Background: an optimization exercise with open tools, aiming at small area and a short achievable clock period. Do not read the settings as production practice. In this exercise RTL edits were held to simulation tests only and were not proved equivalent to the original. The clock input has no modelled driver; a real chip could not lean on it and would need a root buffer or a full tree. Power figures rest on the tool's default switching activity, not on a simulated workload.

==> flow/design.v <==
module fifo_sync #(
    parameter int WIDTH = 32,
    parameter int DEPTH = 16    
)(
    input  logic                 clk,
    input  logic                 rst_n,
    input  logic                 wr_en,
    input  logic [WIDTH-1:0]     wr_data,
    output logic                 full,
    input  logic                 rd_en,
    output logic [WIDTH-1:0]     rd_data,
    output logic                 empty,
    output logic [$clog2(DEPTH+1)-1:0] level
);
    localparam int PTR_W  = $clog2(DEPTH);
    localparam int MDEPTH = DEPTH - 1;         
    logic [WIDTH-1:0] mem [0:MDEPTH-1];
    logic [WIDTH-1:0] head;
    logic [MDEPTH-1:0]           wr_sel;       
    logic [MDEPTH-1:0]           rd_sel;       
    logic [$clog2(DEPTH+1)-1:0]  count;
    logic                        full_r;       
    logic                        nonempty_r;   
    logic                        le1_r;        
    logic push, pop;
    assign push = wr_en && !full_r;
    assign pop  = rd_en && nonempty_r;
    logic mem_push, mem_pop;
    assign mem_push = push && nonempty_r && !(le1_r && rd_en);
    assign mem_pop  = pop && !le1_r;
    always_ff @(posedge clk) begin
        for (int i = 0; i < MDEPTH; i++)
            if (wr_en && wr_sel[i]) mem[i] <= wr_data;
    end
    logic             keep;
    logic [WIDTH-1:0] head_d;
    assign keep = !rd_en && nonempty_r;
    always_comb begin
        head_d = (head & {WIDTH{keep}}) | (wr_data & {WIDTH{!keep && le1_r}});
        for (int i = 0; i < MDEPTH; i++)
            head_d = head_d | (mem[i] & {WIDTH{!keep && !le1_r && rd_sel[i]}});
    end
    always_ff @(posedge clk) begin
        head <= head_d;
    end
    always_ff @(posedge clk or negedge rst_n) begin
        if (!rst_n) begin
            wr_sel     <= MDEPTH'(1);
            rd_sel     <= MDEPTH'(1);
            count      <= '0;
            full_r     <= 1'b0;
            nonempty_r <= 1'b0;
            le1_r      <= 1'b1;
        end else begin
            if (push && !pop && count == DEPTH-1)
                wr_sel <= '0;
            else if (full_r && pop)
                wr_sel <= rd_sel;
            else if (mem_push)
                wr_sel <= {wr_sel[MDEPTH-2:0], wr_sel[MDEPTH-1]};
            if (mem_pop)  rd_sel <= {rd_sel[MDEPTH-2:0], rd_sel[MDEPTH-1]};
            if (push && !pop) begin
                count      <= count + 1'b1;
                full_r     <= (count == DEPTH-1);
                nonempty_r <= 1'b1;
                le1_r      <= !nonempty_r;
            end else if (pop && !push) begin
                count      <= count - 1'b1;
                full_r     <= 1'b0;
                nonempty_r <= (count != 1);
                le1_r      <= (count <= 2);
            end
        end
    end
    assign rd_data = head;
    assign full    = full_r;
    assign empty   = !nonempty_r;
    assign level   = count;
endmodule
==> flow/flow/run.sh <==
#!/bin/bash
# Standard ORFS layout with faster port buffers, sizing free to change cell
# footprints and larger clock-sink clusters. After CTS the clock tree's root
# buffer is dropped, timing repaired again and area recovered
# (flow/cts_post.tcl); after global routing area is recovered again
# (flow/grt_downsize.tcl). Timing repair aims at 2.5 ns of setup slack up to
# CTS and 2.4 ns after global routing. The tools' output goes to standard.log
# and the ORFS logs.
set -e
ARGS=(MATCH_CELL_FOOTPRINT=0
  "BUFFER_PORTS_ARGS=-buffer_cell sky130_fd_sc_hd__buf_2"
  "CTS_ARGS=-sink_clustering_enable -repair_clock_nets -sink_clustering_size 25 -sink_clustering_max_diameter 120 -dont_use_dummy_load"
  "POST_CTS_TCL=$(pwd)/flow/cts_post.tcl"
  "POST_GLOBAL_ROUTE_TCL=$(pwd)/flow/grt_downsize.tcl")
bash standard.sh "${ARGS[@]}" SETUP_SLACK_MARGIN=2.5 cts > standard.log 2>&1
bash standard.sh "${ARGS[@]}" SETUP_SLACK_MARGIN=2.4 finish >> standard.log 2>&1
==> flow/flow/cts_post.tcl <==
# After clock-tree synthesis: drop the tree's root buffer (flow/noroot.tcl),
# repair setup timing again for the new clock arrival, legalize, then
# recover area by downsizing cells off the critical path (flow/downsize.tcl).
set here [file dirname [info script]]
source [file join $here noroot.tcl]
estimate_parasitics -placement
repair_timing -setup -setup_margin $::env(SETUP_SLACK_MARGIN) -repair_tns 100 -verbose
detailed_placement
estimate_parasitics -placement
source [file join $here downsize.tcl]
==> flow/flow/downsize.tcl <==
# Area recovery: try each logic cell at a smaller drive strength of the same
# function, and keep the smaller cell only if the worst setup slack does not
# drop and no slew, capacitance or hold violation appears (clock-tree cells
# are left alone).
if {![info exists ::ds_est]} { set ::ds_est -placement }
proc ds_ws {} { eval estimate_parasitics $::ds_est; return [sta::worst_slack_cmd max] }
proc ds_viol {} {
  return [expr {[sta::max_slew_violation_count] + [sta::max_capacitance_violation_count]}]
}
set ds_target [expr {[ds_ws] - 0.002e-9}]
set ds_hold [expr {min(0.0, [sta::worst_slack_cmd min])}]
set ds_v0 [ds_viol]
set ds_saved 0.0
set ds_count 0
set ds_block [ord::get_db_block]
set ds_insts {}
foreach inst [$ds_block getInsts] {
  set m [[$inst getMaster] getName]
  if {![regexp {^(sky130_fd_sc_hd__[a-z0-9]+)_([0-9]+)$} $m -> base drv]} continue
  set name [$inst getName]
  if {[string match "clkbuf_*" $name] || [string match "clkload*" $name]} continue
  if {[string match "*clkinv*" $base] || [string match "*tap*" $base] || [string match "*fill*" $base] || [string match "*decap*" $base] || [string match "*conb*" $base]} continue
  set name [$inst getName]
  if {[string match "clkload*" $name]} continue
  if {$drv <= 1} continue
  lappend ds_insts [list $name $base $drv $m]
}
foreach e $ds_insts {
  lassign $e name base drv orig
  set cands {}
  foreach d {0 1 2 4 6 8 12} {
    if {$d >= $drv} break
    set lc [get_lib_cells -quiet */${base}_$d]
    if {[llength $lc]} { lappend cands $lc }
  }
  if {![llength $cands]} continue
  set oarea [get_property [get_lib_cells */$orig] area]
  foreach lc $cands {
    replace_cell [get_cells $name] $lc
    if {[ds_ws] >= $ds_target && [ds_viol] <= $ds_v0 && [sta::worst_slack_cmd min] >= $ds_hold} {
      set ds_saved [expr {$ds_saved + $oarea - [get_property $lc area]}]
      incr ds_count
      break
    }
    replace_cell [get_cells $name] [get_lib_cells */$orig]
  }
}
puts "downsize: violations [ds_viol] (before $ds_v0), worst hold slack [format %.3f [expr {[sta::worst_slack_cmd min]*1e9}]] ns"
puts "downsize: $ds_count cells smaller, [format %.1f $ds_saved] um2 saved, worst slack [format %.3f [expr {[ds_ws]*1e9}]] ns"
==> flow/flow/grt_downsize.tcl <==
# After global routing and its timing repair: recover area by downsizing
# cells off the critical path (flow/downsize.tcl, re-estimating the routed
# parasitics after each change), then reroute the changed nets and rewrite
# the route guides.
global_route -start_incremental
set ::ds_est -global_routing
source [file join [file dirname [info script]] downsize.tcl]
global_route -end_incremental
estimate_parasitics -global_routing
puts "downsize: after reroute, worst slack [format %.3f [expr {[sta::worst_slack_cmd max]*1e9}]] ns"
write_guides $::env(RESULTS_DIR)/route.guide
==> flow/flow/noroot.tcl <==
set nr_block [ord::get_db_block]
set nr_clk [$nr_block findNet clk]
set nr_its [$nr_clk getITerms]
if {[llength $nr_its] == 1} {
  set nr_root [[lindex $nr_its 0] getInst]
  set nr_net [[$nr_root findITerm X] getNet]
  set nr_n 0
  foreach it [$nr_net getITerms] { if {[$it getInst] ne $nr_root} { incr nr_n } }
  if {$nr_n <= 4} {
    foreach it [$nr_net getITerms] {
      if {[$it getInst] ne $nr_root} { $it disconnect; $it connect $nr_clk }
    }
    puts "noroot: removed [$nr_root getName], clock port now feeds $nr_n pins"
    odb::dbInst_destroy $nr_root
    odb::dbNet_destroy $nr_net
  }
}
==> flow/standard.sh <==
#!/bin/bash
# synth_recipe.tcl (not shown) runs the flow's synth.tcl, then flattens the netlist and writes it again
# the make line also repeats each setting of config.mk as NAME=value (left out here)
make -C /OpenROAD-flow-scripts/flow DESIGN_CONFIG=/design/flow/config.mk WORK_HOME=/design/flow/orfs CLKGATE_MAP_FILE= SYNTH_SCRIPT=/design/flow/synth_recipe.tcl "${@:-finish}"
==> flow/config.mk <==
export PLATFORM = sky130hd
export DESIGN_NAME = fifo_sync
export DESIGN_NICKNAME = fifo_sync
export VERILOG_FILES = /design/flow/design.v
export SDC_FILE = /design/flow/constraint.sdc
export NUM_CORES = 4
export LEC_CHECK = 0
export CAP_MARGIN = 20
export CORE_MARGIN = 2
export CORE_UTILIZATION = 55
export PLACE_DENSITY = 0.68
export SLEW_MARGIN = 50
==> flow/constraint.sdc <==
create_clock -name core_clock -period 4.3 [get_ports {clk}]
set_input_delay 0.8600 -clock core_clock [delete_from_list [all_inputs] [get_ports {clk}]]
set_output_delay 0.8600 -clock core_clock [all_outputs]
set_load 0.01 [all_outputs]
==> out/metrics.csv, run 1 <==
stage;metric;value;unit
run_status;status;no timing/DRC/antenna violations;
final_layout;layout_commonest_cell;edfxtp_1;
critical_path;cp_top_family;flip-flops;
critical_path;startpoint;nonempty_r$_DFFE_PN0P_;
synth;syn_area;20250;µm²
critical_path;worstPathRequired;3.44;ns
global_routing;overflow;0;
synth;ys_types;41;
critical_path;crit_slowest_cell;dfrtp_1;
global_routing;groute.layer.met1.usage;34.05;%
synth;synth_xor_area_share;0.2162;%
critical_path;reg2reg_depth;8;
worst_hold_path;holdCritPathClass;reg -> reg;
run;max_cap_viol_count;0;
final_layout;seqCellArea;16030;µm²
pwr;power_density;424.1;nW/µm²
sta;setup_violations;0;
placed_design;numPortBuffers;74;
synth;yosys.area_share.adder;0.3707;%
global_routing;grt_util_met2;41.99;%
placed_design;pre_cts_ws;1.820;ns
critical_path;cp_cell_sequence;inv_2 -> buf_1;
floorplan;ioPinCount;75;
synth;yosysSeqAreaShare;79.05;%
drt;viasPerCell;6.462;
drt;detail-route-antenna-nets;0;
global_routing;grt_pass1_wl;69520;µm
critical_path;critical_path_buf_inv_count;2;
synth;yosys.area_share.simple;3.682;%
synth;yosysWarnings;2;
sta;relSlewSlack;31.98;%
global_routing;grt_pass1_vias;11092;
final_layout;drive_gt1_share;8.293;%
clock_tree;clkTransAtPathRegs;0.10;ns
synth;syn-num-nets;1241;
drt;drtIter0Drc;1128;
sta;final_max_slew_viol_count;0;
floorplan;coreArea;36430;µm²
sta;holdWs;0.5021;ns
critical_path;slowest_delay;0.41;ns
global_routing;grt_max_degree;65;
critical_path;worstReg2RegStart;count[0]$_DFFE_PN0P_;
floorplan;row_count;70;
critical_path;cp.depth;2;
synth;synth_top_family_by_area;compound AO/OA/AOI/OAI gates;
sta;skew;0.01050;ns
final_layout;multi_input_area;3845;µm²
sta;min_period_over_period;44.51;%
floorplan;die_area;38370;µm²
placed_design;globalplace.congestion;0.7400;
clock_tree;insertion_delay;0.43;ns
synth;ys_seq_elements;550;
drt;routed_wl;46150;µm
floorplan;die_w;195.9;µm
final_layout;final_nets;1298;
global_routing;antenna_found_initial;0;
final_layout;fillers;2754;
sta;worst_pin_slew;1.020;ns
synth;synthCells;1199;
pwr;ir_drop;0.3287;mV
synth;synth_compound_area_share;12.89;%
final_layout;syn_to_final_growth;6.537;%
global_routing;top_usage_layer;met2;
global_routing;track_usage;24.30;%
drt;vias;11127;
clock_tree;cts.sinks;550;
synth;avgSynthCellArea;16.89;µm²
final_layout;diodes;0;
floorplan;initial_core_util;55.58;%
critical_path;rrSetupSlack;2.43;ns
sta;clock.fmax;522.4;MHz
placed_design;hpwlAfterDp;23990;µm
critical_path;worstPathArrival;1.05;ns
synth;synth_mux_area_share;1.625;%
pwr;power_leakage;0.006977;µW
sta;finalHoldViolations;0;
pwr;total_power;9151;µW
sta;finalSetupTns;0;ns
critical_path;cp-start-kind;register;
critical_path;critPathKind;reg -> out;
critical_path;crit_end;empty;
global_routing;grt_util_met3;3.008;%
critical_path;worstSetupEndpointType;output port;
critical_path;reg2reg_to;wr_sel[6]$_DFFE_PN0P_;
final_layout;mostFrequentLayoutCells;edfxtp_1 (480), a22oi_1 (247), buf_1 (83);
drt;dr.pass1.iters;6;
floorplan;die_h;195.9;µm
sta;period_needed;1.914;ns
drt;wl_per_cell;26.80;µm
critical_path;crit_fanout;2;
sta;setup_ws;2.386;ns
drt;drc_errors;0;
kinds of logic (layout without fill, tap and decap cells):
logic type,count (synthesis),count (layout)
AOI/OAI and AO/OA,370,371
xor gates and xnor gates,5,5
adders and majority gates,6,6
buffers and inverters,89,142
DFF,550,550
muxes,31,31
and+or+nand+nor,148,149
power by group:
part | switching [µW] | internal (µW) | total (µW)
combinational | 488 | 224 | 712
sequential | 58.8 | 5890 | 5950
clock | 1490 | 1000 | 2490
total | 2040 | 7120 | 9150
metal layers:
layer  vias up  share of wire, %
li1       4921                 -
met1      5722                42
met2       432                49
met3        52               7.1
met4         0               1.8
met5         -                 0
metrics by stage:
stage / area [µm²] / util [%] / cells
after detailed placement: 21010 / 57.65 / 1674
final: 21570 / 59.21 / 1722
after global placement: 20950 / 57.50 / 1672
after floorplan: 20300 / - / 1199
synth_stat cells, drive strengths merged:
master / instances / share of area, %
edfxtp: 480 / 71
a22oi: 247 / 9.2
nand2: 76 / 1.4
o21ai: 50 / 1.2
buf: 45 / 1.3
clkbuf: 39 / 0.72
dfrtp: 35 / 4.3
dfxtp: 32 / 3.2
nand4: 31 / 0.96
a21oi: 29 / 0.72
o22ai: 26 / 0.80
mux2i: 16 / 0.79
and2: 15 / 0.46
mux2: 15 / 0.83
nand3: 7 / 0.25
ha: 6 / 0.37
nor2: 6 / 0.15
and3: 5 / 0.15
inv: 5 / 0.093
a221o: 4 / 0.20
a221oi: 4 / 0.30
a22o: 4 / 0.17
dfstp: 3 / 0.39
nor2b: 3 / 0.13
nor3b: 3 / 0.11
xor2: 3 / 0.13
a32oi: 2 / 0.087
o211ai: 2 / 0.074
xnor2: 2 / 0.087
a21bo: 1 / 0.049
nor3: 1 / 0.025
o311a: 1 / 0.11
or4: 1 / 0.037
sequential cells by signal (all words and copies together), names as in the netlist:
signal / count
head: 32
mem: 480
full_r: 1
wr_sel: 15
count: 5
rd_sel: 15
le1_r: 1
nonempty_r: 1
how the worst min path moves through the flow:
stage / start / end / slack [ns] / depth (start not counted)
after floorplan: wr_sel[0]$_DFFE_PN1P_ / wr_sel[0]$_DFFE_PN1P_ / 0.47 / 2
after global placement: head[1]$_DFF_P_ / head[1]$_DFF_P_ / 0.47 / 2
after detailed placement: head[18]$_DFF_P_ / head[18]$_DFF_P_ / 0.47 / 1
final: head[2]$_DFF_P_ / head[2]$_DFF_P_ / 0.50 / 2
worst min-delay path, cell delays in order, from the launching register on:
cell and delay [ns]:
dfxtp_1 0.34, a22oi_1 0.08, o21ai_0 0.06
layout make-up:
cell class	count	share of cell area, %
inverter	5	0.09859
sequential	550	74.29
multi-input combinational	562	17.82
tap	468	2.714
timing repair buffer	113	2.297
clock buffer	24	2.784
==> inputs of run 2 (changes only) <==
==> flow/flow/run.sh (replaced) <==
#!/bin/bash
# Standard ORFS layout with faster port buffers, sizing free to change cell
# footprints and larger clock-sink clusters. After CTS the clock tree's root
# buffer is dropped, timing repaired again and area recovered
# (flow/cts_post.tcl); after global routing area is recovered again
# (flow/grt_downsize.tcl). Timing repair aims at 2.6 ns of setup slack up to
# CTS and 2.5 ns after global routing. The tools' output goes to standard.log
# and the ORFS logs.
set -e
ARGS=(MATCH_CELL_FOOTPRINT=0
  "BUFFER_PORTS_ARGS=-buffer_cell sky130_fd_sc_hd__buf_2"
  "CTS_ARGS=-sink_clustering_enable -repair_clock_nets -sink_clustering_size 30 -sink_clustering_max_diameter 150 -dont_use_dummy_load"
  "POST_CTS_TCL=$(pwd)/flow/cts_post.tcl"
  "POST_GLOBAL_ROUTE_TCL=$(pwd)/flow/grt_downsize.tcl")
bash standard.sh "${ARGS[@]}" SETUP_SLACK_MARGIN=2.6 cts > standard.log 2>&1
bash standard.sh "${ARGS[@]}" SETUP_SLACK_MARGIN=2.5 finish >> standard.log 2>&1
--- a/flow/config.mk
+++ b/flow/config.mk
@@ -9,4 +9,3 @@
 export CORE_MARGIN = 2
-export CORE_UTILIZATION = 55
-export PLACE_DENSITY = 0.68
+export CORE_UTILIZATION = 40
 export SLEW_MARGIN = 50
==> out/metrics.csv, run 2 <==
stage;metric;value;unit
run_status;status;no timing/DRC/antenna violations;
synth;yosysWarnings;2;
placed_design;hpwlAfterDp;25710;µm
clock_tree;cts.sinks;550;
sta;clock.fmax;527.4;MHz
synth;synth-edff-count;480;
drt;drc_errors;0;
synth;synth_area_leader_cell;edfxtp_1;
clock_tree;insertion_delay;0.43;ns
global_routing;top_usage_layer;met2;
global_routing;antenna_found_initial;0;
floorplan;die_area;52440;µm²
floorplan;ioPinCount;75;
placed_design;place_area;21270;µm²
floorplan;die_w;229.0;µm
final_layout;largest_reg_flops;480;
synth;syn_area;20250;µm²
placed_design;globalplace.congestion;0.7382;
drt;detail-route-antenna-nets;0;
clock_tree;clkTransAtPathRegs;0.12;ns
final_layout;drive_gt1_share;7.171;%
synth;synthCells;1199;
pwr;power_leakage;0.007008;µW
global_routing;grt_pass1_vias;11078;
final_layout;fillers;4541;
critical_path;worstPathRequired;3.44;ns
critical_path;critPathKind;reg -> out;
synth;async_flop_share;6.909;%
drt;vias;11093;
critical_path;cp-start-kind;register;
run;max_cap_viol_count;0;
worst_hold_path;hold_path_depth;2;
drt;drtIter0Drc;1011;
final_layout;final_cell_area;21850;µm²
sta;finalSetupTns;0;ns
synth;yosys_most_used_dff;edfxtp_1;
sta;period_needed;1.896;ns
synth;yosysSeqAreaShare;79.05;%
final_layout;syn_to_final_growth;7.884;%
final_layout;final_nets;1313;
critical_path;reg2reg_depth;9;
pwr;power_density;413.5;nW/µm²
critical_path;worstPathArrival;1.04;ns
synth;yosys-top-cells-area;edfxtp_1 (71%), a22oi_1 (9.2%), dfrtp_1 (4.3%);
floorplan;die_h;229.0;µm
final_layout;top_register;mem;
global_routing;grt_util_met2;31.81;%
sta;min_period_over_period;44.09;%
sta;setup_violations;0;
floorplan;row_count;82;
placed_design;numPortBuffers;74;
final_layout;layout_commonest_cell;edfxtp_1;
floorplan;coreArea;50070;µm²
global_routing;track_usage;18.54;%
critical_path;crit_fanout;3;
worst_hold_path;holdCritPathClass;reg -> reg;
sta;final_max_slew_viol_count;0;
synth;yosysMostFrequentCell;edfxtp_1;
final_layout;seqCellArea;16020;µm²
floorplan;initial_core_util;40.45;%
sta;holdWs;0.5025;ns
final_layout;diodes;0;
global_routing;grt_max_degree;43;
final_layout;multi_input_area;3855;µm²
global_routing;overflow;0;
drt;dr.pass1.iters;5;
drt;routed_wl;49640;µm
critical_path;worstSetupEndpointType;output port;
sta;finalHoldViolations;0;
sta;worst_pin_slew;0.9681;ns
synth;syn-num-nets;1241;
synth;ys_seq_elements;550;
synth;netlist.area_leader.share;71.18;%
synth;ys_types;41;
pwr;ir_drop;0.2603;mV
drt;wl_per_cell;25.57;µm
synth;netlist_top_cells_count;edfxtp_1 (480), a22oi_1 (247), nand2_1 (76);
sta;relSlewSlack;35.46;%
global_routing;groute.layer.met1.usage;25.66;%
final_layout;mostFrequentLayoutCells;edfxtp_1 (480), a22oi_1 (247), nand2_1 (75);
sta;skew;0.05484;ns
synth;avgSynthCellArea;16.89;µm²
drt;viasPerCell;5.715;
global_routing;grt_util_met3;1.905;%
global_routing;grt_pass1_wl;73020;µm
final_layout;top_regs;mem x480, head x32;
-- run 2: area by class of cell --
cell class | count | share of cell area (%)
flip-flops and latches | 550 | 73.31
repair buffers | 130 | 2.697
clock buffers | 21 | 2.405
inverters | 5 | 0.09736
multi-input cells | 563 | 17.65
well taps | 672 | 3.849
-- run 2: worst max-delay path, cell delays in order, from the launching register on --
cell and delay, ns:
dfrtp_1 0.43, inv_2 0.08, buf_6 0.09
-- run 2: logic make-up (layout without fill, tap and decap cells) --
| family | after synthesis | in the layout | share of synthesized area, % |
|---|---|---|---|
| fa+ha+maj | 6 | 6 | 0.3707 |
| buf+inv | 89 | 156 | 2.156 |
| flops | 550 | 550 | 79.05 |
| compound gates | 370 | 371 | 12.89 |
| xor+xnor | 5 | 5 | 0.2163 |
| simple gates | 148 | 150 | 3.682 |
| mux | 31 | 31 | 1.625 |
-- run 2: path summary, 6_finish.rpt --
kind                                        startpoint                endpoint  slack, ns
worst min-delay path                   head[4]$_DFF_P_         head[4]$_DFF_P_       0.50
max in group asynchronous                        rst_n   rd_sel[9]$_DFFE_PN0P_       3.06
worst min register to register         head[4]$_DFF_P_         head[4]$_DFF_P_       0.50
min in group asynchronous                        rst_n  wr_sel[10]$_DFFE_PN0P_       0.57
worst max-delay path            nonempty_r$_DFFE_PN0P_                   empty       2.40
worst max register to register    count[0]$_DFFE_PN0P_  wr_sel[10]$_DFFE_PN0P_       2.46
-- run 2: report_power, final --
part	internal [µW]	total, µW	leakage (µW)	switching [µW]
registers	5890	5960	0.00507	69.0
logic	228	726	0.00168	498
clock network	887	2350	0.000259	1460
-- run 2: through the flow --
stage | setup WS, ns | cells | utilization [%] | power [µW]
3_3_place_gp | 1.702 | 1877 | 42.40 | 6758
6_report | 2.404 | 1941 | 43.64 | 9033
2_1_floorplan | 2.292 | 1199 | - | 6465
3_5_place_dp | 1.657 | 1879 | 42.49 | 6792
-- run 2: per-layer routing --
layer,wire (µm),vias to the layer above
li1,-,4948
met1,21470,5726
met2,24750,368
met3,2727,51
met4,694,0
met5,0,-
==> inputs of run 3 (changes only) <==
==> flow/flow/run.sh (replaced) <==
#!/bin/bash
# Standard ORFS layout with faster port buffers, sizing free to change cell
# footprints and larger clock-sink clusters. After CTS the clock tree's root
# buffer is dropped and its first-level buffers split in two, timing repaired
# again and area recovered (flow/cts_post.tcl); after global routing area is recovered again
# (flow/grt_downsize.tcl). Timing repair aims at 2.5 ns of setup slack up to
# CTS and 2.4 ns after global routing. The tools' output goes to standard.log
# and the ORFS logs.
set -e
ARGS=(MATCH_CELL_FOOTPRINT=0
  "BUFFER_PORTS_ARGS=-buffer_cell sky130_fd_sc_hd__buf_2"
  "CTS_ARGS=-sink_clustering_enable -repair_clock_nets -sink_clustering_size 30 -sink_clustering_max_diameter 150 -dont_use_dummy_load"
  "POST_CTS_TCL=$(pwd)/flow/cts_post.tcl"
  "POST_GLOBAL_ROUTE_TCL=$(pwd)/flow/grt_downsize.tcl")
bash standard.sh "${ARGS[@]}" SETUP_SLACK_MARGIN=2.5 cts > standard.log 2>&1
bash standard.sh "${ARGS[@]}" SETUP_SLACK_MARGIN=2.4 finish >> standard.log 2>&1
==> flow/flow/cts_post.tcl (replaced) <==
# After clock-tree synthesis: drop the tree's root buffer (flow/noroot.tcl)
# and split each first-level buffer in two (flow/split_branch.tcl), so the
# clock port drives four buffers; legalize, repair setup timing again for
# the new clock arrival, legalize, then recover area by downsizing cells off
# the critical path (flow/downsize.tcl).
set here [file dirname [info script]]
source [file join $here noroot.tcl]
source [file join $here split_branch.tcl]
detailed_placement
estimate_parasitics -placement
report_clock_latency
repair_timing -setup -setup_margin $::env(SETUP_SLACK_MARGIN) -repair_tns 100 -verbose
detailed_placement
estimate_parasitics -placement
source [file join $here downsize.tcl]
==> flow/flow/split_branch.tcl (new file) <==
set sb_block [ord::get_db_block]
set sb_clk [$sb_block findNet clk]
set sb_bufs {}
foreach it [$sb_clk getITerms] { lappend sb_bufs [$it getInst] }
if {[llength $sb_bufs] * 2 <= 4} {
  set sb_k 0
  foreach b $sb_bufs {
    set onet [[$b findITerm X] getNet]
    set loads {}
    foreach it [$onet getITerms] { if {[$it getInst] ne $b} { lappend loads $it } }
    if {[llength $loads] < 2} continue
    # split along the longer side of the loads' bounding box
    set xs {}; set ys {}
    foreach it $loads { lassign [[$it getInst] getLocation] x y; lappend xs $x; lappend ys $y }
    set dx [expr {[tcl::mathfunc::max {*}$xs] - [tcl::mathfunc::min {*}$xs]}]
    set dy [expr {[tcl::mathfunc::max {*}$ys] - [tcl::mathfunc::min {*}$ys]}]
    set axis [expr {$dx >= $dy ? 0 : 1}]
    set keyed {}
    foreach it $loads { lappend keyed [list [lindex [[$it getInst] getLocation] $axis] $it] }
    set sorted {}
    foreach kv [lsort -integer -index 0 $keyed] { lappend sorted [lindex $kv 1] }
    set half [expr {[llength $sorted] / 2}]
    set second [lrange $sorted $half end]
    set nb [odb::dbInst_create $sb_block [$b getMaster] "[$b getName]_split$sb_k"]
    set nn [odb::dbNet_create $sb_block "[$onet getName]_split$sb_k"]
    $nn setSigType CLOCK
    # place the new buffer at the centre of its loads
    set cx 0; set cy 0
    foreach it $second { lassign [[$it getInst] getLocation] x y; incr cx $x; incr cy $y }
    set cx [expr {$cx / [llength $second]}]; set cy [expr {$cy / [llength $second]}]
    $nb setLocation $cx $cy
    $nb setPlacementStatus PLACED
    [$nb findITerm A] connect $sb_clk
    [$nb findITerm X] connect $nn
    foreach it $second { $it disconnect; $it connect $nn }
    # and the old one at the centre of the loads it keeps
    set cx 0; set cy 0; set first [lrange $sorted 0 [expr {$half - 1}]]
    foreach it $first { lassign [[$it getInst] getLocation] x y; incr cx $x; incr cy $y }
    $b setLocation [expr {$cx / [llength $first]}] [expr {$cy / [llength $first]}]
    # power pins
    foreach mt [[$nb getMaster] getMTerms] {
      set sig [$mt getSigType]
      if {$sig eq "POWER" || $sig eq "GROUND"} {
        set pn [$sb_block findNet [expr {$sig eq "POWER" ? "VDD" : "VSS"}]]
        if {$pn ne "NULL"} { odb::dbITerm_connect [$nb findITerm [$mt getName]] $pn }
      }
    }
    puts "split_branch: [$b getName] -> +[$nb getName] ([llength $second] of [llength $loads] loads)"
    incr sb_k
  }
}
--- a/flow/config.mk
+++ b/flow/config.mk
@@ -9,3 +9,4 @@
 export CORE_MARGIN = 2
-export CORE_UTILIZATION = 40
+export CORE_UTILIZATION = 55
+export PLACE_DENSITY = 0.68
 export SLEW_MARGIN = 50
==> out/metrics.csv, run 3 <==
stage;metric;value;unit
clock_tree;clkTransAtPathRegs;0.11;ns
clock_tree;cts.sinks;550;
critical_path;cp_top_family;flip-flops;
floorplan;row_count;70;
global_routing;grt_max_degree;65;
critical_path;crit_slowest_cell;dfrtp_1;
synth;yosysSeqAreaShare;79.05;%
drt;routed_wl;46200;µm
placed_design;hpwlAfterDp;23990;µm
worst_hold_path;min_to;head[2]$_DFF_P_;
pwr;ir_drop;0.3056;mV
sta;finalSetupTns;0;ns
synth;netlist_top_cells_count;edfxtp_1 (480), a22oi_1 (247), nand2_1 (76);
critical_path;rrSetupSlack;2.47;ns
synth;avgSynthCellArea;16.89;µm²
synth;async_flop_share;6.909;%
synth;yosysMostFrequentCell;edfxtp_1;
critical_path;worstPathArrival;1.01;ns
final_layout;diodes;0;
drt;drtIter0Drc;1064;
critical_path;worstPathRequired;3.44;ns
synth;yosysWarnings;2;
run;max_cap_viol_count;0;
drt;vias;11092;
critical_path;cp_cell_sequence;inv_1 -> buf_1;
drt;detail-route-antenna-nets;0;
floorplan;coreArea;36430;µm²
sta;worst_pin_slew;0.9251;ns
global_routing;grt_pass1_vias;11045;
drt;wl_per_cell;26.83;µm
final_layout;top_regs;mem x480, head x32;
synth;yosys-top-cells-area;edfxtp_1 (71%), a22oi_1 (9.2%), dfrtp_1 (4.3%);
global_routing;overflow;0;
critical_path;critical_path_buf_inv_count;2;
floorplan;ioPinCount;75;
critical_path;cp-start-kind;register;
synth;synthCells;1199;
synth;syn-num-nets;1241;
floorplan;initial_core_util;55.58;%
sta;final_max_slew_viol_count;0;
placed_design;numPortBuffers;74;
final_layout;final_nets;1298;
critical_path;reg2reg_depth;4;
global_routing;antenna_found_initial;0;
drt;viasPerCell;6.441;
critical_path;worstReg2RegStart;rd_sel[7]$_DFFE_PN0P_;
critical_path;cp.depth;2;
final_layout;mostFrequentLayoutCells;edfxtp_1 (480), a22oi_1 (247), buf_1 (84);
pwr;power_leakage;0.007015;µW
synth;ys_types;41;
sta;skew;0.05440;ns
drt;dr.pass1.iters;7;
sta;finalHoldViolations;0;
critical_path;startpoint;nonempty_r$_DFFE_PN0P_;
critical_path;reg2reg_to;head[11]$_DFF_P_;
pwr;power_density;421.1;nW/µm²
sta;setup_violations;0;
final_layout;drive_gt1_share;7.097;%
floorplan;die_area;38370;µm²
synth;syn_area;20250;µm²
drt;drc_errors;0;
sta;relSlewSlack;38.33;%
final_layout;layout_commonest_cell;edfxtp_1;
synth;synth-edff-count;480;
final_layout;top_register;mem;
placed_design;place_area;21010;µm²
synth;ys_seq_elements;550;
sta;clock.fmax;534.9;MHz
run_status;status;no timing/DRC/antenna violations;
critical_path;slowest_delay;0.41;ns
final_layout;final_cell_area;21630;µm²
clock_tree;insertion_delay;0.35;ns
final_layout;largest_reg_flops;480;
synth;synth_area_leader_cell;edfxtp_1;
floorplan;die_h;195.9;µm
synth;netlist.area_leader.share;71.18;%
critical_path;critPathKind;reg -> out;
sta;min_period_over_period;43.48;%
worst_hold_path;hold_start;head[2]$_DFF_P_;
critical_path;worstSetupEndpointType;output port;
worst_hold_path;hold_path_depth;2;
placed_design;globalplace.congestion;0.7400;
sta;period_needed;1.870;ns
global_routing;grt_pass1_wl;69430;µm
critical_path;crit_fanout;2;
floorplan;die_w;195.9;µm
synth;yosys_most_used_dff;edfxtp_1;
global_routing;track_usage;24.45;%
worst_hold_path;holdCritPathClass;reg -> reg;
final_layout;syn_to_final_growth;6.821;%
-- run 3: changes by cell type in the layout (fill, tap and decap cells not counted), sizes merged --
cell,previous run,this run
buf,95,107
clkbuf,56,30
nor2b,4,3
-- run 3: area by class of cell, without the clock buffers --
type,instances,area [µm²]
fill,2740,14800
inverter,5,21.27
timing repair buffer,114,541.8
multi-input combinational,562,3879
buffer,2,50.05
sequential,550,16030
tap,468,585.6
-- run 3: stage by stage --
step           util (%)  power [µW]  hold slack, ns  std cells  setup slack (ns)
3_3_place_gp      57.50        6744          0.4668       1672             1.820
6_report          59.37        9109          0.5036       1722             2.430
2_1_floorplan         -        6462          0.4655       1199             2.275
3_5_place_dp      57.65        6775          0.4741       1674             1.820
-- run 3: cell families (layout without fill, tap and decap cells) --
logic type,after synthesis,in the layout,synth area share [%]
XOR/XNOR,5,5,0.2163
adder cells (fa/ha/maj),6,6,0.3707
flip-flops,550,550,79.05
AND/OR/NAND/NOR,148,149,3.682
buffers and inverters,89,142,2.156
AO/OA/AOI/OAI,370,371,12.89
multiplexers,31,31,1.625
-- run 3: routing by layer --
metal  part of all wire, %  global-route usage [%]  routed length [µm]  vias up
met5                     0                       0                   0        -
met4                   1.6                   5.275                 749        0
met3                   7.1                   3.094                3257       48
met2                    50                   41.80               23070      411
met1                    41                   34.17               19120     5717
li1                      -                       -                   -     4916
-- run 3: worst max path at each step --
stage	endpoint	slack, ns
3_5_place_dp	le1_r$_DFFE_PN1P_	1.82
6_report	empty	2.43
2_1_floorplan	count[3]$_DFFE_PN0P_	2.28
3_3_place_gp	mem[12][13]$_DFFE_PP_	1.82
-- run 3: where the power goes --
part	internal (µW)	switching, µW
Combinational	233	498
Sequential	5890	60.6
Clock	977	1450
Total	7100	2010
-- run 3: worst min-delay path, cell delays in order (launching register included) --
cell     delay (ns)
dfxtp_1        0.34
a22oi_1        0.08
o21ai_0        0.06
==> inputs of run 4 (changes only) <==
--- a/flow/flow/run.sh
+++ b/flow/flow/run.sh
@@ -5,4 +5,4 @@
 # again and area recovered (flow/cts_post.tcl); after global routing area is recovered again
-# (flow/grt_downsize.tcl). Timing repair aims at 2.5 ns of setup slack up to
-# CTS and 2.4 ns after global routing. The tools' output goes to standard.log
+# (flow/grt_downsize.tcl). Timing repair aims at 2.6 ns of setup slack up to
+# CTS and 2.45 ns after global routing. The tools' output goes to standard.log
 # and the ORFS logs.
@@ -14,3 +14,3 @@
   "POST_GLOBAL_ROUTE_TCL=$(pwd)/flow/grt_downsize.tcl")
-bash standard.sh "${ARGS[@]}" SETUP_SLACK_MARGIN=2.5 cts > standard.log 2>&1
-bash standard.sh "${ARGS[@]}" SETUP_SLACK_MARGIN=2.4 finish >> standard.log 2>&1
+bash standard.sh "${ARGS[@]}" SETUP_SLACK_MARGIN=2.6 cts > standard.log 2>&1
+bash standard.sh "${ARGS[@]}" SETUP_SLACK_MARGIN=2.45 finish >> standard.log 2>&1
==> out/metrics.csv, run 4 <==
stage;metric;value;unit
run_status;status;no timing/DRC/antenna violations;
sta;clock.fmax;543.5;MHz
placed_design;dp.cells;1675;
final_layout;top_regs;mem x480, head x32;
sta;skew;0.07059;ns
sta;relSlewSlack;37.89;%
floorplan;die_h;195.9;µm
critical_path;critPathKind;in -> reg;
sta;holdWs;0.5091;ns
floorplan;die_w;195.9;µm
placed_design;globalplace.congestion;0.7355;
synth;netlist_top_cells_count;edfxtp_1 (480), a22oi_1 (247), nand2_1 (76);
synth;syn_area;20250;µm²
floorplan;row_count;70;
drt;routed_wl;46230;µm
synth;syn-num-nets;1241;
synth;synthCells;1199;
sta;final_max_slew_viol_count;0;
synth;yosysMostFrequentCell;edfxtp_1;
drt;wl_per_cell;26.77;µm
drt;drtIter0Drc;1186;
critical_path;cp_cell_sequence;buf_4 -> nor2b_4 -> ha_4 -> or4_1 -> a21oi_1 -> xor2_1;
final_layout;mostFrequentLayoutCells;edfxtp_1 (480), a22oi_1 (247), buf_1 (85);
final_layout;seqCellArea;16020;µm²
final_layout;multi_input_area;3879;µm²
synth;synth_top_family_by_area;compound AO/OA/AOI/OAI gates;
sta;setup_violations;0;
synth;netlist.area_leader.share;71.18;%
final_layout;layout_commonest_cell;edfxtp_1;
drt;detail-route-antenna-nets;0;
final_layout;syn_to_final_growth;6.914;%
final_layout;top_register;mem;
critical_path;slowest_delay;0.41;ns
critical_path;crit_fanout;17;
global_routing;grt_pass1_wl;68830;µm
drt;dr.pass1.iters;5;
final_layout;final_nets;1303;
pwr;p_sw;1992;µW
drt;drc_errors;0;
sta;min_period_over_period;42.79;%
final_layout;largest_reg_flops;480;
synth;yosys.area_share.simple;3.682;%
synth;synth_xor_area_share;0.2162;%
floorplan;initial_core_util;55.58;%
global_routing;antenna_found_initial;1;
critical_path;critical_path_buf_inv_count;1;
sta;finalSetupTns;0;ns
synth;yosys-top-cells-area;edfxtp_1 (71%), a22oi_1 (9.2%), dfrtp_1 (4.3%);
pwr;ir_drop;0.2872;mV
final_layout;diodes;0;
final_layout;drive_gt1_share;7.625;%
critical_path;worstPathRequired;4.59;ns
sta;finalHoldViolations;0;
clock_tree;cts.sinks;550;
critical_path;rrSetupSlack;2.46;ns
synth;synth_compound_area_share;12.89;%
synth;yosys_most_used_dff;edfxtp_1;
placed_design;numPortBuffers;74;
global_routing;track_usage;24.31;%
pwr;p_comb_share;8.0;%
pwr;pwr-share-clk;26.5;%
clock_tree;clkTransAtPathRegs;0.11;ns
floorplan;coreArea;36430;µm²
global_routing;grt_max_degree;65;
sta;worst_pin_slew;0.9316;ns
pwr;power_leakage;0.007049;µW
synth;avgSynthCellArea;16.89;µm²
drt;viasPerCell;6.413;
global_routing;overflow;0;
critical_path;worstSetupEndpointType;register;
synth;synth_area_leader_cell;edfxtp_1;
pwr;p_int;7101;µW
synth;yosys.area_share.adder;0.3707;%
synth;synth-edff-count;480;
worst_hold_path;holdCritPathClass;reg -> reg;
run;max_cap_viol_count;0;
pwr;power_density;420.0;nW/µm²
final_layout;fillers;2753;
placed_design;hpwlAfterDp;23370;µm
pwr;p_sw_share;21.91;%
critical_path;worstPathArrival;2.13;ns
floorplan;ioPinCount;75;
synth;yosysSeqAreaShare;79.05;%
synth;yosysWarnings;2;
final_layout;final_cells;1727;
drt;vias;11076;
critical_path;cp-start-kind;primary input;
clock_tree;insertion_delay;0.36;ns
synth;async_flop_share;6.909;%
floorplan;die_area;38370;µm²
synth;synth_mux_area_share;1.625;%
synth;ys_types;41;
pwr;sequentialPowerShare;65.4;%
sta;period_needed;1.840;ns
synth;ys_seq_elements;550;
critical_path;cp_top_family;simple AND/OR/NAND/NOR gates;
global_routing;grt_pass1_vias;10855;
critical_path;crit_slowest_cell;or4_1;
-- run 4: cell counts after synthesis --
Identical to the previous run, type by type.
-- run 4: cells by family after synthesis --
logic type                 count (synthesis)
DFF                                      550
adders and majority gates                  6
muxes                                     31
AOI/OAI and AO/OA                        370
and+or+nand+nor                          148
xor gates and xnor gates                   5
buffers and inverters                     89
-- run 4: final timing paths --
check | cells after the start | start | endpoint
max | 6 | wr_en | count[3]$_DFFE_PN0P_
min in group asynchronous | 1 | rst_n | wr_sel[11]$_DFFE_PN0P_
max reg2reg | 4 | rd_sel[12]$_DFFE_PN0P_ | head[11]$_DFF_P_
min | 2 | head[1]$_DFF_P_ | head[1]$_DFF_P_
min reg2reg | 2 | head[1]$_DFF_P_ | head[1]$_DFF_P_
max in group asynchronous | 1 | rst_n | rd_sel[1]$_DFFE_PN0P_
-- run 4: power by group through the flow --
| stage | registers, µW | logic [µW] | clock network [µW] |
|---|---|---|---|
| 2_1_floorplan | 6120 | 348 | 0 |
| 3_3_place_gp | 6090 | 655 | 0 |
| 3_5_place_dp | 6090 | 688 | 0 |
| 6_report | 5950 | 732 | 2410 |
-- run 4: final cells by class, without the clock buffers --
| type | instances | area share (%) |
|---|---|---|
| buffer | 2 | 0.2312 |
| inverter | 5 | 0.09824 |
| multi-input combinational | 561 | 17.91 |
| sequential | 550 | 74.01 |
| tap | 468 | 2.705 |
| timing repair buffer | 120 | 2.618 |
-- run 4: worst min-delay path: stages, from the launching register on --
cell     delay (ns)
dfxtp_1        0.35
a22oi_1        0.07
o21ai_0        0.06
-- run 4: through the flow --
step | utilization [%] | cell area, µm² | total power [µW] | setup WS [ns]
final | 59.42 | 21650 | 9093 | 2.460
after detailed placement | 57.69 | 21020 | 6780 | 1.918
after global placement | 57.57 | 20970 | 6745 | 1.908
after floorplan | - | 20330 | 6465 | 2.292
-- run 4: metal layers --
layer | GRT usage (%) | share of wire [%] | wire length [µm] | vias to the layer above
met1 | 34.54 | 43 | 19680 | 5678
met2 | 40.69 | 49 | 22650 | 415
met4 | 4.938 | 1.7 | 806 | 0
met3 | 3.644 | 6.7 | 3098 | 50
li1 | - | - | - | 4933
met5 | 0 | 0 | 0 | -
==> inputs of run 5 (changes only) <==
--- a/flow/flow/run.sh
+++ b/flow/flow/run.sh
@@ -5,3 +5,3 @@
 # again and area recovered (flow/cts_post.tcl); after global routing area is recovered again
-# (flow/grt_downsize.tcl). Timing repair aims at 2.6 ns of setup slack up to
+# (flow/grt_downsize.tcl). Timing repair aims at 2.55 ns of setup slack up to
 # CTS and 2.45 ns after global routing. The tools' output goes to standard.log
@@ -14,3 +14,3 @@
   "POST_GLOBAL_ROUTE_TCL=$(pwd)/flow/grt_downsize.tcl")
-bash standard.sh "${ARGS[@]}" SETUP_SLACK_MARGIN=2.6 cts > standard.log 2>&1
+bash standard.sh "${ARGS[@]}" SETUP_SLACK_MARGIN=2.55 cts > standard.log 2>&1
 bash standard.sh "${ARGS[@]}" SETUP_SLACK_MARGIN=2.45 finish >> standard.log 2>&1
--- a/flow/config.mk
+++ b/flow/config.mk
@@ -11,2 +11,2 @@
 export PLACE_DENSITY = 0.68
-export SLEW_MARGIN = 50
+export SLEW_MARGIN = 20
==> out/metrics.csv, run 5 <==
stage;metric;value;unit
synth;ys_seq_elements;550;
sta;final_max_slew_viol_count;0;
final_layout;final_cells;1732;
pwr;p_comb_share;8.3;%
final_layout;top_regs;mem x480, head x32;
pwr;p_sw;2025;µW
run;max_cap_viol_count;0;
drt;drc_errors;0;
drt;viasPerCell;6.458;
synth;avgSynthCellArea;16.89;µm²
synth;async_flop_share;6.909;%
final_layout;layout_commonest_cell;edfxtp_1;
critical_path;worstSetupEndpointType;output port;
critical_path;reg2reg_to;head[17]$_DFF_P_;
floorplan;die_w;195.9;µm
synth;syn_area;20250;µm²
sta;skew;0.05098;ns
sta;clock.fmax;543.1;MHz
global_routing;grt_pass1_wl;70230;µm
placed_design;dp.cells;1672;
sta;finalSetupTns;0;ns
pwr;power_density;421.0;nW/µm²
placed_design;numPortBuffers;74;
drt;detail-route-antenna-nets;0;
sta;finalHoldViolations;0;
critical_path;crit_end;empty;
sta;worst_pin_slew;0.8971;ns
final_layout;final_cell_area;21670;µm²
drt;routed_wl;47480;µm
floorplan;row_count;70;
pwr;pwr-share-clk;26.5;%
synth;yosysMostFrequentCell;edfxtp_1;
pwr;p_sw_share;22.19;%
synth;yosysSeqAreaShare;79.05;%
run_status;status;no timing/DRC/antenna violations;
drt;vias;11185;
global_routing;antenna_found_initial;2;
floorplan;initial_core_util;55.58;%
floorplan;ioPinCount;75;
critical_path;startpoint;nonempty_r$_DFFE_PN0P_;
global_routing;grt_pass1_vias;11030;
critical_path;worstPathArrival;0.98;ns
synth;ys_types;41;
clock_tree;insertion_delay;0.35;ns
global_routing;grt_max_degree;39;
synth;yosysWarnings;2;
clock_tree;clkTransAtPathRegs;0.12;ns
sta;min_period_over_period;42.82;%
final_layout;fillers;2756;
synth;netlist_top_cells_count;edfxtp_1 (480), a22oi_1 (247), nand2_1 (76);
sta;period_needed;1.841;ns
final_layout;syn_to_final_growth;7.031;%
critical_path;critPathKind;reg -> out;
critical_path;worstPathRequired;3.44;ns
critical_path;crit_fanout;2;
final_layout;top_register;mem;
drt;drtIter0Drc;1089;
worst_hold_path;holdCritPathClass;reg -> reg;
sta;holdWs;0.4978;ns
synth;synth-edff-count;480;
global_routing;track_usage;24.96;%
pwr;p_int;7101;µW
synth;yosys-top-cells-area;edfxtp_1 (71%), a22oi_1 (9.2%), dfrtp_1 (4.3%);
synth;yosys_most_used_dff;edfxtp_1;
floorplan;coreArea;36430;µm²
critical_path;cp-start-kind;register;
drt;wl_per_cell;27.41;µm
clock_tree;cts.sinks;550;
sta;relSlewSlack;40.19;%
placed_design;hpwlAfterDp;23800;µm
pwr;power_leakage;0.007043;µW
critical_path;slowest_delay;0.43;ns
critical_path;rrSetupSlack;2.50;ns
synth;synthCells;1199;
floorplan;die_area;38370;µm²
pwr;ir_drop;0.2886;mV
sta;setup_violations;0;
pwr;sequentialPowerShare;65.2;%
synth;synth_area_leader_cell;edfxtp_1;
final_layout;largest_reg_flops;480;
critical_path;worstReg2RegStart;rd_sel[12]$_DFFE_PN0P_;
synth;netlist.area_leader.share;71.18;%
final_layout;drive_gt1_share;7.528;%
final_layout;final_nets;1306;
placed_design;place_area;20960;µm²
placed_design;globalplace.congestion;0.7422;
critical_path;cp_cell_sequence;inv_2 -> buf_2;
global_routing;overflow;0;
final_layout;utilization;59.49;%
synth;syn-num-nets;1241;
floorplan;die_h;195.9;µm
critical_path;crit_slowest_cell;dfrtp_1;
final_layout;mostFrequentLayoutCells;edfxtp_1 (480), a22oi_1 (247), buf_1 (90);
drt;dr.pass1.iters;6;
critical_path;reg2reg_depth;5;
## run 5: cell counts after synthesis
No cell type changed its count.
## run 5: power by group through the flow
stage / clock [µW] / combinational (µW) / sequential [µW]
6_report: 2420 / 759 / 5950
3_5_place_dp: 0 / 675 / 6090
3_3_place_gp: 0 / 653 / 6090
2_1_floorplan: 0 / 348 / 6120
## run 5: how the worst min path moves through the flow
stage	startpoint	end	depth (start not counted)
detailed placement	head[0]$_DFF_P_	head[0]$_DFF_P_	2
global placement	head[5]$_DFF_P_	head[5]$_DFF_P_	2
floorplan	wr_sel[0]$_DFFE_PN1P_	wr_sel[0]$_DFFE_PN1P_	2
finish	head[0]$_DFF_P_	head[0]$_DFF_P_	2
## run 5: through the flow
step	total power (µW)	setup slack, ns
6_report	9126	2.459
3_5_place_dp	6764	1.778
3_3_place_gp	6740	1.837
2_1_floorplan	6465	2.292
## run 5: kinds of logic (layout without fill, tap and decap cells)
group                    Yosys count  count (layout)  synth area share (%)
AO/OA/AOI/OAI                    370             371                 12.89
AND/OR/NAND/NOR                  148             149                 3.682
adder cells (fa/ha/maj)            6               6                0.3707
other                              0               2                     0
flip-flops                       550             550                 79.05
multiplexers                      31              31                 1.625
XOR/XNOR                           5               5                0.2163
buffers and inverters             89             150                 2.156
## run 5: per-layer routing
metal  wire length (µm)  track usage [%]  vias up
met3               2834            3.473       69
met4               1255            7.435        0
met5                  0                0        -
met2              23290            41.64      358
met1              20100            34.74     5815
li1                   -                -     4943
## run 5: final cells by class, without the clock buffers
cell class | instances | area [µm²] | share of cell area (%)
Antenna cell | 2 | 5.005 | 0.02309
Buffer | 2 | 50.05 | 0.2309
Inverter | 5 | 21.27 | 0.09814
Multi-Input combinational cell | 562 | 3900 | 17.99
Sequential cell | 550 | 16030 | 73.94
Tap cell | 468 | 585.6 | 2.702
Timing Repair Buffer | 122 | 561.8 | 2.592
## run 5: worst max-delay path, delay by kind of cell (launching register included)
| family | cells | cell delay [ns] |
|---|---|---|
| flip-flops | 1 | 0.43 |
| buffers and inverters | 2 | 0.21 |
==> inputs of run 6 (changes only) <==
--- a/flow/config.mk
+++ b/flow/config.mk
@@ -11,2 +11,2 @@
 export PLACE_DENSITY = 0.68
-export SLEW_MARGIN = 20
+export SLEW_MARGIN = 50
==> out/metrics.csv, run 6 <==
stage;metric;value;unit
global_routing;grt_pass1_wl;68920;µm
final_layout;mostFrequentLayoutCells;edfxtp_1 (480), a22oi_1 (247), buf_1 (81);
final_layout;syn_to_final_growth;7.000;%
critical_path;crit_fanout;2;
synth;synth_compound_area_share;12.89;%
drt;drc_errors;0;
pwr;power_density;420.0;nW/µm²
final_layout;layout_commonest_cell;edfxtp_1;
floorplan;die_h;195.9;µm
run_status;status;no timing/DRC/antenna violations;
drt;viasPerCell;6.412;
synth;avgSynthCellArea;16.89;µm²
synth;syn_area;20250;µm²
pwr;p_sw_share;21.99;%
pwr;ir_drop;0.3112;mV
global_routing;grt_pass1_vias;10890;
floorplan;ioPinCount;75;
placed_design;hpwlAfterDp;24120;µm
final_layout;largest_reg_flops;480;
final_layout;fillers;2754;
clock_tree;clkTransAtPathRegs;0.11;ns
synth;yosys.area_share.adder;0.3707;%
synth;synth_mux_area_share;1.625;%
critical_path;cp_cell_sequence;buf_1;
synth;synth_area_leader_cell;edfxtp_1;
synth;syn-num-nets;1241;
synth;ys_seq_elements;550;
floorplan;coreArea;36430;µm²
global_routing;grt_max_degree;65;
pwr;sequentialPowerShare;65.3;%
sta;finalSetupTns;0;ns
synth;ys_types;41;
pwr;power_leakage;0.007023;µW
synth;yosys-top-cells-area;edfxtp_1 (71%), a22oi_1 (9.2%), dfrtp_1 (4.3%);
synth;synth_xor_area_share;0.2162;%
synth;yosys.area_share.simple;3.682;%
critical_path;crit_slowest_cell;dfxtp_1;
drt;dr.pass1.iters;5;
synth;netlist_top_cells_count;edfxtp_1 (480), a22oi_1 (247), nand2_1 (76);
sta;setup_ws;2.464;ns
drt;drtIter0Drc;1199;
critical_path;worstPathRequired;3.44;ns
sta;clock.fmax;544.8;MHz
drt;vias;11067;
synth;synth-edff-count;480;
global_routing;antenna_found_initial;0;
final_layout;top_register;mem;
critical_path;cp_top_family;flip-flops;
synth;synth_top_family_by_area;compound AO/OA/AOI/OAI gates;
sta;worst_pin_slew;0.9110;ns
drt;wl_per_cell;27.09;µm
floorplan;row_count;70;
synth;yosysMostFrequentCell;edfxtp_1;
run;max_cap_viol_count;0;
floorplan;die_w;195.9;µm
floorplan;initial_core_util;55.58;%
sta;finalHoldViolations;0;
critical_path;cp-start-kind;register;
pwr;p_int;7099;µW
global_routing;overflow;0;
final_layout;final_nets;1302;
sta;relSlewSlack;39.26;%
final_layout;drive_gt1_share;7.393;%
final_layout;multi_input_area;3891;µm²
placed_design;pre_cts_ws;1.835;ns
critical_path;critical_path_buf_inv_count;1;
final_layout;utilization;59.47;%
global_routing;track_usage;24.37;%
sta;setup_violations;0;
sta;min_period_over_period;42.69;%
drt;routed_wl;46750;µm
synth;synthCells;1199;
synth;yosysWarnings;2;
worst_hold_path;holdCritPathClass;reg -> reg;
synth;yosysSeqAreaShare;79.05;%
synth;netlist.area_leader.share;71.18;%
synth;async_flop_share;6.909;%
sta;final_max_slew_viol_count;0;
critical_path;worstSetupEndpointType;output port;
critical_path;worstPathArrival;0.98;ns
critical_path;critPathKind;reg -> out;
sta;period_needed;1.836;ns
critical_path;slowest_delay;0.45;ns
pwr;p_sw;2002;µW
final_layout;seqCellArea;16030;µm²
placed_design;globalplace.congestion;0.7422;
clock_tree;cts.sinks;550;
final_layout;diodes;0;
pwr;pwr-share-clk;26.5;%
synth;yosys_most_used_dff;edfxtp_1;
clock_tree;insertion_delay;0.35;ns
floorplan;die_area;38370;µm²
sta;skew;0.04840;ns
pwr;p_comb_share;8.2;%
placed_design;numPortBuffers;74;
final_layout;top_regs;mem x480, head x32;
drt;detail-route-antenna-nets;0;
## run 6: kinds of logic after synthesis
family / after synthesis
flip-flops: 550
adder cells (fa/ha/maj): 6
AND/OR/NAND/NOR: 148
multiplexers: 31
XOR/XNOR: 5
AO/OA/AOI/OAI: 370
buffers and inverters: 89
## run 6: layer usage
layer / GRT usage, % / vias to the layer above / wire length (µm)
li1: - / 4925 / -
met1: 34.08 / 5691 / 19550
met2: 40.90 / 398 / 23050
met3: 3.421 / 53 / 3162
met4: 6.313 / 0 / 992
met5: 0 / - / 0
## run 6: final timing paths
| check | start | endpoint | slack (ns) | cells after the start |
|---|---|---|---|---|
| worst max-delay path | head[3]$_DFF_P_ | rd_data[3] | 2.46 | 1 |
| worst min register to register | head[31]$_DFF_P_ | head[31]$_DFF_P_ | 0.50 | 2 |
| worst min-delay path | head[31]$_DFF_P_ | head[31]$_DFF_P_ | 0.50 | 2 |
| worst max register to register | rd_sel[8]$_DFFE_PN0P_ | head[3]$_DFF_P_ | 2.51 | 6 |
| min in group asynchronous | rst_n | wr_sel[5]$_DFFE_PN0P_ | 0.63 | 1 |
| max in group asynchronous | rst_n | rd_sel[1]$_DFFE_PN0P_ | 2.99 | 1 |
## run 6: area by class of cell, without the clock buffers
type	count	area share, %
multi-input cells	561	17.96
repair buffers	119	2.593
flip-flops and latches	550	73.99
well taps	468	2.702
plain buffers	2	0.2310
inverters	5	0.09816
## run 6: stage by stage
stage,hold WS (ns),total power [µW],std cells,instance area (µm²)
2_1_floorplan,0.4655,6465,1199,20320
3_3_place_gp,0.4661,6740,1672,20960
3_5_place_dp,0.4763,6779,1674,21020
6_report,0.5010,9101,1726,21670
## run 6: power by group through the flow
stage	registers (µW)	clock network [µW]	logic, µW
2_1_floorplan	6120	0	348
3_3_place_gp	6090	0	653
3_5_place_dp	6090	0	690
6_report	5950	2410	743
==> inputs of run 7 (changes only) <==
--- a/flow/flow/run.sh
+++ b/flow/flow/run.sh
@@ -6,3 +6,3 @@
 # (flow/grt_downsize.tcl). Timing repair aims at 2.55 ns of setup slack up to
-# CTS and 2.45 ns after global routing. The tools' output goes to standard.log
+# CTS and 2.5 ns after global routing. The tools' output goes to standard.log
 # and the ORFS logs.
@@ -15,2 +15,2 @@
 bash standard.sh "${ARGS[@]}" SETUP_SLACK_MARGIN=2.55 cts > standard.log 2>&1
-bash standard.sh "${ARGS[@]}" SETUP_SLACK_MARGIN=2.45 finish >> standard.log 2>&1
+bash standard.sh "${ARGS[@]}" SETUP_SLACK_MARGIN=2.5 finish >> standard.log 2>&1
==> out/metrics.csv, run 7 <==
stage;metric;value;unit
synth;synth_mux_area_share;1.625;%
sta;setup_violations;0;
final_layout;syn_to_final_growth;6.926;%
pwr;power_leakage;0.007005;µW
drt;dr.pass1.iters;5;
sta;holdWs;0.5019;ns
critical_path;slowest_delay;0.42;ns
final_layout;diodes;0;
global_routing;grt_pass1_wl;68920;µm
pwr;ir_drop;0.3086;mV
global_routing;grt_max_degree;65;
final_layout;largest_reg_flops;480;
critical_path;crit_slowest_cell;dfrtp_1;
placed_design;place_area;21020;µm²
clock_tree;insertion_delay;0.35;ns
global_routing;grt_pass1_vias;10890;
critical_path;worstSetupEndpointType;output port;
synth;synth_area_leader_cell;edfxtp_1;
drt;routed_wl;46510;µm
critical_path;worstPathRequired;3.44;ns
floorplan;initial_core_util;55.58;%
critical_path;critPathKind;reg -> out;
synth;async_flop_share;6.909;%
sta;period_needed;1.832;ns
synth;ys_seq_elements;550;
drt;detail-route-antenna-nets;0;
floorplan;die_h;195.9;µm
synth;netlist.area_leader.share;71.18;%
floorplan;row_count;70;
sta;min_period_over_period;42.60;%
synth;yosys.area_share.simple;3.682;%
synth;ys_types;41;
synth;yosysMostFrequentCell;edfxtp_1;
floorplan;die_area;38370;µm²
final_layout;layout_commonest_cell;edfxtp_1;
global_routing;antenna_found_initial;0;
final_layout;top_register;mem;
critical_path;cp-start-kind;register;
synth;netlist_top_cells_count;edfxtp_1 (480), a22oi_1 (247), nand2_1 (76);
synth;yosys-top-cells-area;edfxtp_1 (71%), a22oi_1 (9.2%), dfrtp_1 (4.3%);
global_routing;track_usage;24.37;%
drt;viasPerCell;6.398;
floorplan;coreArea;36430;µm²
clock_tree;clkTransAtPathRegs;0.11;ns
critical_path;startpoint;nonempty_r$_DFFE_PN0P_;
placed_design;numPortBuffers;74;
drt;wl_per_cell;26.94;µm
drt;vias;11043;
synth;yosysSeqAreaShare;79.05;%
synth;yosysWarnings;2;
critical_path;cp_cell_sequence;inv_2 -> buf_1;
synth;synth-edff-count;480;
final_layout;top_regs;mem x480, head x32;
synth;syn_area;20250;µm²
drt;drc_errors;0;
sta;skew;0.04804;ns
global_routing;top_usage_layer;met2;
placed_design;hpwlAfterDp;24120;µm
final_layout;drive_gt1_share;8.506;%
synth;yosys_most_used_dff;edfxtp_1;
floorplan;die_w;195.9;µm
synth;synthCells;1199;
global_routing;grt_util_met2;40.90;%
synth;synth_xor_area_share;0.2162;%
sta;final_max_slew_viol_count;0;
final_layout;final_nets;1302;
synth;syn-num-nets;1241;
worst_hold_path;holdCritPathClass;reg -> reg;
floorplan;ioPinCount;75;
placed_design;globalplace.congestion;0.7422;
sta;finalSetupTns;0;ns
critical_path;crit_fanout;2;
final_layout;fillers;2753;
synth;avgSynthCellArea;16.89;µm²
pwr;power_density;419.7;nW/µm²
final_layout;mostFrequentLayoutCells;edfxtp_1 (480), a22oi_1 (247), buf_1 (79);
clock_tree;cts.sinks;550;
global_routing;overflow;0;
sta;relSlewSlack;39.30;%
critical_path;worstReg2RegStart;le1_r$_DFFE_PN1P_;
drt;drtIter0Drc;1067;
run_status;status;no timing/DRC/antenna violations;
final_layout;multi_input_area;3877;µm²
final_layout;final_cell_area;21650;µm²
global_routing;grt_util_met3;3.421;%
worst_hold_path;hold_start;head[31]$_DFF_P_;
synth;synth_top_family_by_area;compound AO/OA/AOI/OAI gates;
final_layout;seqCellArea;16030;µm²
synth;yosys.area_share.adder;0.3707;%
synth;synth_compound_area_share;12.89;%
global_routing;groute.layer.met1.usage;34.08;%
sta;worst_pin_slew;0.9105;ns
sta;finalHoldViolations;0;
run;max_cap_viol_count;0;
critical_path;worstPathArrival;0.97;ns
sta;clock.fmax;545.9;MHz
==> run 7: cell count changes in the layout (fill, tap and decap cells not counted), moves of 2 or more <==
cell	change
nand3_2	+2
clkbuf_1	+2
buf_1	-2
nand3_4	-2
mux2_1	-14
mux2_2	+14
==> run 7: through the flow <==
stage	util, %	cells	setup slack (ns)	total power [µW]
global placement	57.53	1672	1.837	6740
floorplan	-	1199	2.292	6465
detailed placement	57.68	1674	1.835	6779
finish	59.43	1726	2.468	9089
==> run 7: area by class of cell, without the clock buffers <==
cell class / count / share of cell area, %
plain buffers: 2 / 0.2311
repair buffers: 119 / 2.600
flip-flops and latches: 550 / 74.03
inverters: 5 / 0.09823
well taps: 468 / 2.704
multi-input cells: 561 / 17.91
==> run 7: logic make-up after synthesis <==
kind of cell / after synthesis
adder cells (fa/ha/maj): 6
flip-flops: 550
XOR/XNOR: 5
AO/OA/AOI/OAI: 370
buffers and inverters: 89
multiplexers: 31
AND/OR/NAND/NOR: 148
==> run 7: worst max-delay path, delay by kind of cell (launching register included) <==
kind,cells,cell delay [ns]
buffers and inverters,2,0.22
DFF,1,0.42
==> run 7: routing by layer <==
layer | wire length (µm) | up-vias
li1 | - | 4929
met1 | 19520 | 5678
met2 | 23020 | 376
met3 | 2869 | 60
met4 | 1099 | 0
met5 | 0 | -
==> run 7: path summary, 6_finish.rpt <==
| path | to | slack [ns] | cells past startpoint |
|---|---|---|---|
| worst max-delay path | empty | 2.47 | 2 |
| worst min-delay path | head[31]$_DFF_P_ | 0.50 | 2 |
| worst max register to register | head[3]$_DFF_P_ | 2.51 | 6 |
| worst min register to register | head[31]$_DFF_P_ | 0.50 | 2 |
| max in group asynchronous | rd_sel[1]$_DFFE_PN0P_ | 2.99 | 1 |
| min in group asynchronous | wr_sel[5]$_DFFE_PN0P_ | 0.63 | 1 |
==> run 7: power by group <==
group	switching, µW	leakage, µW	internal (µW)	total, µW
combinational	502	0.00166	238	739
clock	1430	0.000283	975	2400
sequential	58.5	0.00506	5890	5950
total	1990	0.00701	7100	9090

afterwards: timing with drivers on the ports:
The flow's constraints put no driver on any port. The routed layouts listed below were extracted and timed again, unchanged, in two steps.
Step 1, drivers: a clkbuf_16 drives clk and a buf_2 each remaining input, both assumed.
Step 2 times the ports against the registers' clock, not the clock port: input delays grow and output delays shrink by t, the midpoint of the rising clock arrivals with the driver on.
a / b / c = ideal ports / drivers / drivers and shift; a / b = the first two.
| run | shift t [ns] | slack for setup (ns) | hold WS [ns] | pins driven straight from the clock port |
|---|---|---|---|---|
| run 1 | 0.484 | 2.386 / 2.322 / 1.966 | 0.502 / 0.502 / 0.502 | 2 |
| run 2 | 0.467 | 2.404 / 2.337 / 1.987 | 0.503 / 0.503 / 0.503 | 2 |
| run 3 | 0.436 | 2.430 / 2.318 / 2.103 | 0.504 / 0.504 / 0.504 | 4 |
| run 4 | 0.432 | 2.460 / 2.376 / 2.118 | 0.509 / 0.509 / 0.509 | 4 |
| run 5 | 0.440 | 2.459 / 2.347 / 2.172 | 0.498 / 0.498 / 0.498 | 4 |
| run 6 | 0.439 | 2.464 / 2.352 / 2.174 | 0.501 / 0.501 / 0.501 | 4 |
| run 7 | 0.434 | 2.468 / 2.358 / 2.149 | 0.502 / 0.502 / 0.502 | 4 |
After both steps every run listed still meets setup and hold. For run 1, which loses most, drivers alone change the setup slack by -0.064 ns; drivers and shift together by -0.420 ns.
